Source: an optimization exercise on an open RTL-to-GDS flow (aim: small area, a short achievable clock period and few clock cycles). Production flows keep margins and buffers that such runs may drop. The RTL was checked by simulation tests, not by an equivalence proof against the original design. With no activity given, the tool overestimates toggling in this design, so its power and IR-drop figures are unreliable.

==> job 3391 <==
// arm_v
module arm_v(
	input wire clk,
	input wire reset,
	input wire [31:0] Instr,
	input wire [31:0] ReadData,
	output wire MemWrite,
	output wire [31:0] PC,
	output wire [31:0] DataAdr,
	output wire [31:0] WriteData
);
reg  [31:0] pcF;             
reg         vD;
reg  [31:0] irD;
reg  [31:0] A, B;            
reg  [31:0] mA;              
reg  [15:0] mOne, mTwo, mNeg;
reg         xWr;             
reg         xPc;             
reg         xLd;             
reg         xMul1;           
reg         xSub, xAnd, xOrr;
reg         xNZ, xCV;        
reg         xMemW;
reg  [3:0]  xRd;
reg  [3:0]  flags;           
reg  [31:0] rf [0:14];
function automatic [32:0] bkadd(input [31:0] a, input [31:0] b, input cin);
	reg [31:0] g, p, gg, pp;
	integer d, i;
	begin
		g  = a & b;
		p  = a ^ b;
		gg = g;
		pp = p;
		gg[0] = g[0] | (p[0] & cin);
		for (d = 1; d < 32; d = d * 2)
			for (i = 2 * d - 1; i < 32; i = i + 2 * d) begin
				gg[i] = gg[i] | (pp[i] & gg[i - d]);
				pp[i] = pp[i] & pp[i - d];
			end
		for (d = 8; d >= 1; d = d / 2)
			for (i = 3 * d - 1; i < 32; i = i + 2 * d) begin
				gg[i] = gg[i] | (pp[i] & gg[i - d]);
				pp[i] = pp[i] & pp[i - d];
			end
		bkadd = {gg[31], p ^ {gg[30:0], cin}};
	end
endfunction
wire [31:0] Bx  = xSub ? ~B : B;
wire [32:0] sum = bkadd(A, Bx, xSub);
wire [31:0] lg  = xAnd ? (A & B) : (A | B);
wire        xLg = xAnd | xOrr;
wire [31:0] alu = xLg ? lg : sum[31:0];
wire [31:0] res = xLd ? ReadData : alu;
wire p31 = A[31] ^ Bx[31];
wire c31 = sum[31] ^ p31;
wire c32 = sum[32];
wire [31:0] zt  = {A[30:0] | Bx[30:0], xSub};
wire        zAdd = &(~(A ^ Bx ^ zt));
wire        zLg  = ~|lg;
wire fN = alu[31];
wire fZ = xLg ? zLg : zAdd;
wire fC = c32;
wire fV = c31 ^ c32;
wire [31:0] mS, mC;
alu_v mul( .A(mA), .ONE(mOne), .TWO(mTwo), .NEG(mNeg), .S(mS), .C(mC) );
wire xPcEff = xPc & ~xMul1;
wire [3:0] cond = irD[31:28];
wire [1:0] op   = irD[27:26];
wire       dI   = irD[25];
  ...
==> flow/config.mk <==
export PLATFORM = sky130hd
export DESIGN_NAME = arm_v
export DESIGN_NICKNAME = arm_v
export VERILOG_FILES = /design/flow/design.v
export SDC_FILE = /design/flow/constraint.sdc
export NUM_CORES = 4
export LEC_CHECK = 0
export ABC_AREA = 1
export CAP_MARGIN = 20
export CORE_MARGIN = 2
export CORE_UTILIZATION = 60
export CTS_CLUSTER_DIAMETER = 100
export CTS_CLUSTER_SIZE = 20
export SLEW_MARGIN = 20
==> flow/constraint.sdc <==
create_clock -name core_clock -period 20.0 [get_ports {clk}]
set_input_delay 4.0000 -clock core_clock [delete_from_list [all_inputs] [get_ports {clk}]]
set_output_delay 4.0000 -clock core_clock [all_outputs]
set_load 0.01 [all_outputs]
standard.sh (not shown) runs the stock make flow with config.mk's settings and CLKGATE_MAP_FILE= SYNTH_SCRIPT=/design/flow/synth_recipe.tcl, a recipe that flattens the netlist after the stock synthesis.
==> flow/flow/run.sh <==
#!/bin/bash
# The standard layout, with timing repair aiming below the design's clock period:
# repair_timing treats paths with less than SETUP_SLACK_MARGIN ns of slack as violating.
set -euo pipefail
bash standard.sh synth > synth.log 2>&1
bash standard.sh SETUP_SLACK_MARGIN=14.8 finish > layout.log 2>&1
==> job 9441: changes against job 3391 <==
--- a/flow/design.v
+++ b/flow/design.v
@@ -1055,16 +1055,15 @@
 	output wire [31:0] DataAdr,
 	output wire [31:0] WriteData
 );
 reg  [31:0] pcF;             
 reg         vD;
 reg  [31:0] irD;
 reg  [31:0] A, B;            
-reg  [31:0] mA;              
-reg  [15:0] mOne, mTwo, mNeg;
+reg  [15:0] mOne, mTwo;      
 reg         xWr;             
 reg         xPc;             
 reg         xLd;             
 reg         xMul1;           
 reg         xSub, xAnd, xOrr;
 reg         xNZ, xCV;        
 reg         xMemW;
@@ -1106,15 +1105,16 @@
 wire        zAdd = &(~(A ^ Bx ^ zt));
 wire        zLg  = ~|lg;
 wire fN = alu[31];
 wire fZ = xLg ? zLg : zAdd;
 wire fC = c32;
 wire fV = c31 ^ c32;
 wire [31:0] mS, mC;
-alu_v mul( .A(mA), .ONE(mOne), .TWO(mTwo), .NEG(mNeg), .S(mS), .C(mC) );
+alu_v mul( .A(A), .ONE(mOne), .TWO(mTwo), .NEG({B[31], B[29], B[27], B[25], B[23], B[21], B[19], B[17],
+                                            B[15], B[13], B[11], B[9], B[7], B[5], B[3], B[1]}), .S(mS), .C(mC) );
 wire xPcEff = xPc & ~xMul1;
 wire [3:0] cond = irD[31:28];
 wire [1:0] op   = irD[27:26];
 wire       dI   = irD[25];
 wire [3:0] cmd  = irD[24:21];
 wire       dS   = irD[20];
 wire [3:0] rn   = irD[19:16];
@@ -1236,18 +1236,16 @@
 			xCV   <= 1'b0;
 			xMemW <= 1'b0;
 		end
 	end
 end
 always @(posedge clk) begin
 	if (~stall) irD <= Instr;
-	mA <= aNew;
 	mOne <= eOne;
 	mTwo <= eTwo;
-	mNeg <= eNeg;
 	A <= xMul1 ? mS : aNew;
 	B <= xMul1 ? mC : bNew;
 	if (~xMul1 & advD) begin
 		xRd  <= rd;
 		xLd  <= dLdr;
 		xSub <= dDP & (cSub | cCmp);
 		xAnd <= dDP & cAnd;
==> flow/config.mk (replaced) <==
export PLATFORM = sky130hd
export DESIGN_NAME = arm_v
export DESIGN_NICKNAME = arm_v
export VERILOG_FILES = /design/flow/design.v
export SDC_FILE = /design/flow/constraint.sdc
export NUM_CORES = 4
export LEC_CHECK = 0
export ABC_AREA = 1
export CAP_MARGIN = 20
export CORE_MARGIN = 2
export CORE_UTILIZATION = 50
export CTS_CLUSTER_DIAMETER = 100
export CTS_CLUSTER_SIZE = 20
export SLEW_MARGIN = 20
==> job 316: changes against job 3391 <==
--- a/flow/design.v
+++ b/flow/design.v
@@ -1055,16 +1055,15 @@
 	output wire [31:0] DataAdr,
 	output wire [31:0] WriteData
 );
 reg  [31:0] pcF;             
 reg         vD;
 reg  [31:0] irD;
 reg  [31:0] A, B;            
-reg  [31:0] mA;              
-reg  [15:0] mOne, mTwo, mNeg;
+reg  [15:0] mOne, mTwo;      
 reg         xWr;             
 reg         xPc;             
 reg         xLd;             
 reg         xMul1;           
 reg         xSub, xAnd, xOrr;
 reg         xNZ, xCV;        
 reg         xMemW;
@@ -1106,15 +1105,16 @@
 wire        zAdd = &(~(A ^ Bx ^ zt));
 wire        zLg  = ~|lg;
 wire fN = alu[31];
 wire fZ = xLg ? zLg : zAdd;
 wire fC = c32;
 wire fV = c31 ^ c32;
 wire [31:0] mS, mC;
-alu_v mul( .A(mA), .ONE(mOne), .TWO(mTwo), .NEG(mNeg), .S(mS), .C(mC) );
+alu_v mul( .A(A), .ONE(mOne), .TWO(mTwo), .NEG({B[31], B[29], B[27], B[25], B[23], B[21], B[19], B[17],
+                                            B[15], B[13], B[11], B[9], B[7], B[5], B[3], B[1]}), .S(mS), .C(mC) );
 wire xPcEff = xPc & ~xMul1;
 wire [3:0] cond = irD[31:28];
 wire [1:0] op   = irD[27:26];
 wire       dI   = irD[25];
 wire [3:0] cmd  = irD[24:21];
 wire       dS   = irD[20];
 wire [3:0] rn   = irD[19:16];
@@ -1236,18 +1236,16 @@
 			xCV   <= 1'b0;
 			xMemW <= 1'b0;
 		end
 	end
 end
 always @(posedge clk) begin
 	if (~stall) irD <= Instr;
-	mA <= aNew;
 	mOne <= eOne;
 	mTwo <= eTwo;
-	mNeg <= eNeg;
 	A <= xMul1 ? mS : aNew;
 	B <= xMul1 ? mC : bNew;
 	if (~xMul1 & advD) begin
 		xRd  <= rd;
 		xLd  <= dLdr;
 		xSub <= dDP & (cSub | cCmp);
 		xAnd <= dDP & cAnd;
==> flow/config.mk (replaced) <==
export PLATFORM = sky130hd
export DESIGN_NAME = arm_v
export DESIGN_NICKNAME = arm_v
export VERILOG_FILES = /design/flow/design.v
export SDC_FILE = /design/flow/constraint.sdc
export NUM_CORES = 4
export LEC_CHECK = 0
export ABC_AREA = 1
export CAP_MARGIN = 20
export CORE_MARGIN = 2
export CORE_UTILIZATION = 40
export CTS_CLUSTER_DIAMETER = 100
export CTS_CLUSTER_SIZE = 20
export SLEW_MARGIN = 20
==> job 3934: changes against job 3391 <==
==> flow/config.mk (replaced) <==
export PLATFORM = sky130hd
export DESIGN_NAME = arm_v
export DESIGN_NICKNAME = arm_v
export VERILOG_FILES = /design/flow/design.v
export SDC_FILE = /design/flow/constraint.sdc
export NUM_CORES = 4
export LEC_CHECK = 0
export ABC_AREA = 1
export CAP_MARGIN = 20
export CORE_MARGIN = 2
export CORE_UTILIZATION = 40
export SLEW_MARGIN = 20
==> notes.md <==
Total power: job 9441 18700 uW; job 3934 18500 uW; job 316 19200 uW; job 3391 18000 uW
Internal power component: job 9441 8420 uW; job 3934 8520 uW; job 316 8600 uW; job 3391 7910 uW
Outcome: job 9441 timing/DRC/antenna clean; job 3934 timing/DRC/antenna clean; job 316 timing/DRC/antenna clean; job 3391 timing/DRC/antenna clean
Critical path depth: job 9441 2; job 3934 1; job 316 1; job 3391 2
Seq. pwr: job 9441 2330 uW; job 3934 2530 uW; job 316 2310 uW; job 3391 2530 uW
Global routing met3 resource utilization: job 9441 0.121; job 3934 0.115; job 316 0.0836; job 3391 0.169
Non-Clock Buffer Count: job 9441 508; job 3934 506; job 316 510; job 3391 511
Wire length on met1: job 9441 75.2 mm; job 3934 80.7 mm; job 316 75.2 mm; job 3391 65.8 mm
Global-route total usage across every layer: job 9441 0.445; job 3934 0.353; job 316 0.348; job 3391 0.508
Launch point of the critical path: job 9441 -; job 3934 pcF[1]; job 316 pcF[10]; job 3391 pcF[3]
Slowest cell on crit path: job 9441 edfxtp_1; job 3934 dfrtp_1; job 316 dfrtp_2; job 3391 dfrtp_1
Capture instance of the worst register-to-register path: job 9441 A[31]; job 3934 A[31]; job 316 A[31]; job 3391 A[30]
Share of post-route cells with drive strength above 1: job 9441 0.151; job 3934 0.167; job 316 0.154; job 3391 0.159
Worst hold path startpoint: job 9441 flags[3]; job 3934 flags[1]; job 316 flags[3]; job 3391 flags[1]
Total half-perimeter wirelength after legalization and detailed placement: job 9441 144 mm; job 3934 153 mm; job 316 143 mm; job 3391 141 mm
Total instance count after detailed placement: job 9441 6370; job 3934 6758; job 316 6697; job 3391 6264
Final Routed Wirelength: job 9441 216 mm; job 3934 220 mm; job 316 213 mm; job 3391 211 mm
Testbench counts of job 3391, summed over its fixed seeds: cycles 33,391.
Testbench counts of job 9441, summed over its fixed seeds: cycles 33,391.
Testbench counts of job 316, summed over its fixed seeds: cycles 33,391.
Testbench counts of job 3934, summed over its fixed seeds: cycles 33,391.

---

==> inputs of garnet <==
Starting RTL as in the previous note.
export LEC_CHECK = 0
export ABC_AREA = 1
export CAP_MARGIN = 20
export CORE_MARGIN = 2
export CORE_UTILIZATION = 40
export CTS_CLUSTER_DIAMETER = 100
export CTS_CLUSTER_SIZE = 25
export SLEW_MARGIN = 20
create_clock -name core_clock -period 20.0 [get_ports {clk}]
Scripts as last shown in full above: flow/flow/run.sh
==> onyx: changes against garnet <==
--- a/flow/design.v
+++ b/flow/design.v
@@ -1057,12 +1057,11 @@
 );
 reg  [31:0] pcF;             
 reg         vD;
 reg  [31:0] irD;
 reg  [31:0] A, B;            
-reg  [31:0] mA;              
-reg  [15:0] mOne, mTwo, mNeg;
+reg  [15:0] mOne, mTwo;      
 reg         xWr;             
 reg         xPc;             
 reg         xLd;             
 reg         xMul1;           
 reg         xSub, xAnd, xOrr;
@@ -1108,11 +1107,12 @@
 wire fN = alu[31];
 wire fZ = xLg ? zLg : zAdd;
 wire fC = c32;
 wire fV = c31 ^ c32;
 wire [31:0] mS, mC;
-alu_v mul( .A(mA), .ONE(mOne), .TWO(mTwo), .NEG(mNeg), .S(mS), .C(mC) );
+alu_v mul( .A(A), .ONE(mOne), .TWO(mTwo), .NEG({B[31], B[29], B[27], B[25], B[23], B[21], B[19], B[17],
+                                            B[15], B[13], B[11], B[9], B[7], B[5], B[3], B[1]}), .S(mS), .C(mC) );
 wire xPcEff = xPc & ~xMul1;
 wire [3:0] cond = irD[31:28];
 wire [1:0] op   = irD[27:26];
 wire       dI   = irD[25];
 wire [3:0] cmd  = irD[24:21];
@@ -1238,14 +1238,12 @@
 		end
 	end
 end
 always @(posedge clk) begin
 	if (~stall) irD <= Instr;
-	mA <= aNew;
 	mOne <= eOne;
 	mTwo <= eTwo;
-	mNeg <= eNeg;
 	A <= xMul1 ? mS : aNew;
 	B <= xMul1 ? mC : bNew;
 	if (~xMul1 & advD) begin
 		xRd  <= rd;
 		xLd  <= dLdr;
CORE_UTILIZATION = 60   (was 40)
CTS_CLUSTER_SIZE = 20   (was 25)
==> metrics.yaml <==
status: "timing/DRC/antenna clean"
synth_compound_area_frac: 0.131
max-slew-margin-rel: 0.206
synth_fa_ha_area_frac: 0.137
taps: 1524
p_sw_frac: 0.552
grt_pass1_wl_um: 300000
The numbers above come from garnet.

==> metrics.yaml <==
p_sw_frac: 0.554
synth_fa_ha_area_frac: 0.139
status: "timing/DRC/antenna clean"
taps: 1030
synth_compound_area_frac: 0.141
grt_pass1_wl_um: 285000
The numbers above come from onyx.

Testbench counts of garnet, summed over its fixed seeds: cycles 33,391.
Testbench counts of onyx, summed over its fixed seeds: cycles 33,391.

## static timing again, ports no longer ideal
The flow's constraints put no driver on any port. The routed layouts listed below were extracted and timed again, unchanged, in two steps. Step 1: set_driving_cell puts a clkbuf_16 on clk and a buf_2 on each other input, an assumption about the parent block. Step 2 times the ports against the registers' clock, not the clock port: input delays grow and output delays shrink by t, the midpoint of the rising clock arrivals with the driver on. a / b / c = no drivers / after step 1 / after step 2; a / b = the first two.
run	t, ns	setup slack, ns	latest minus earliest clock arrival (ns)
job 3391	0.705	14.717 / 14.643 / 14.098	0.051 / 0.050
job 9441	0.732	14.612 / 14.542 / 14.091	0.032 / 0.032
job 316	0.729	14.722 / 14.649 / 14.141	0.032 / 0.032
job 3934	0.744	14.734 / 14.664 / 14.130	0.052 / 0.053
garnet	0.716	14.696 / 14.625 / 14.157	0.056 / 0.056
onyx	0.711	14.679 / 14.603 / 14.185	0.062 / 0.062
After both steps setup and hold are still met in every run listed. The setup slack of job 3391, which loses most, moves by -0.074 ns with the drivers and by -0.619 ns with both steps.
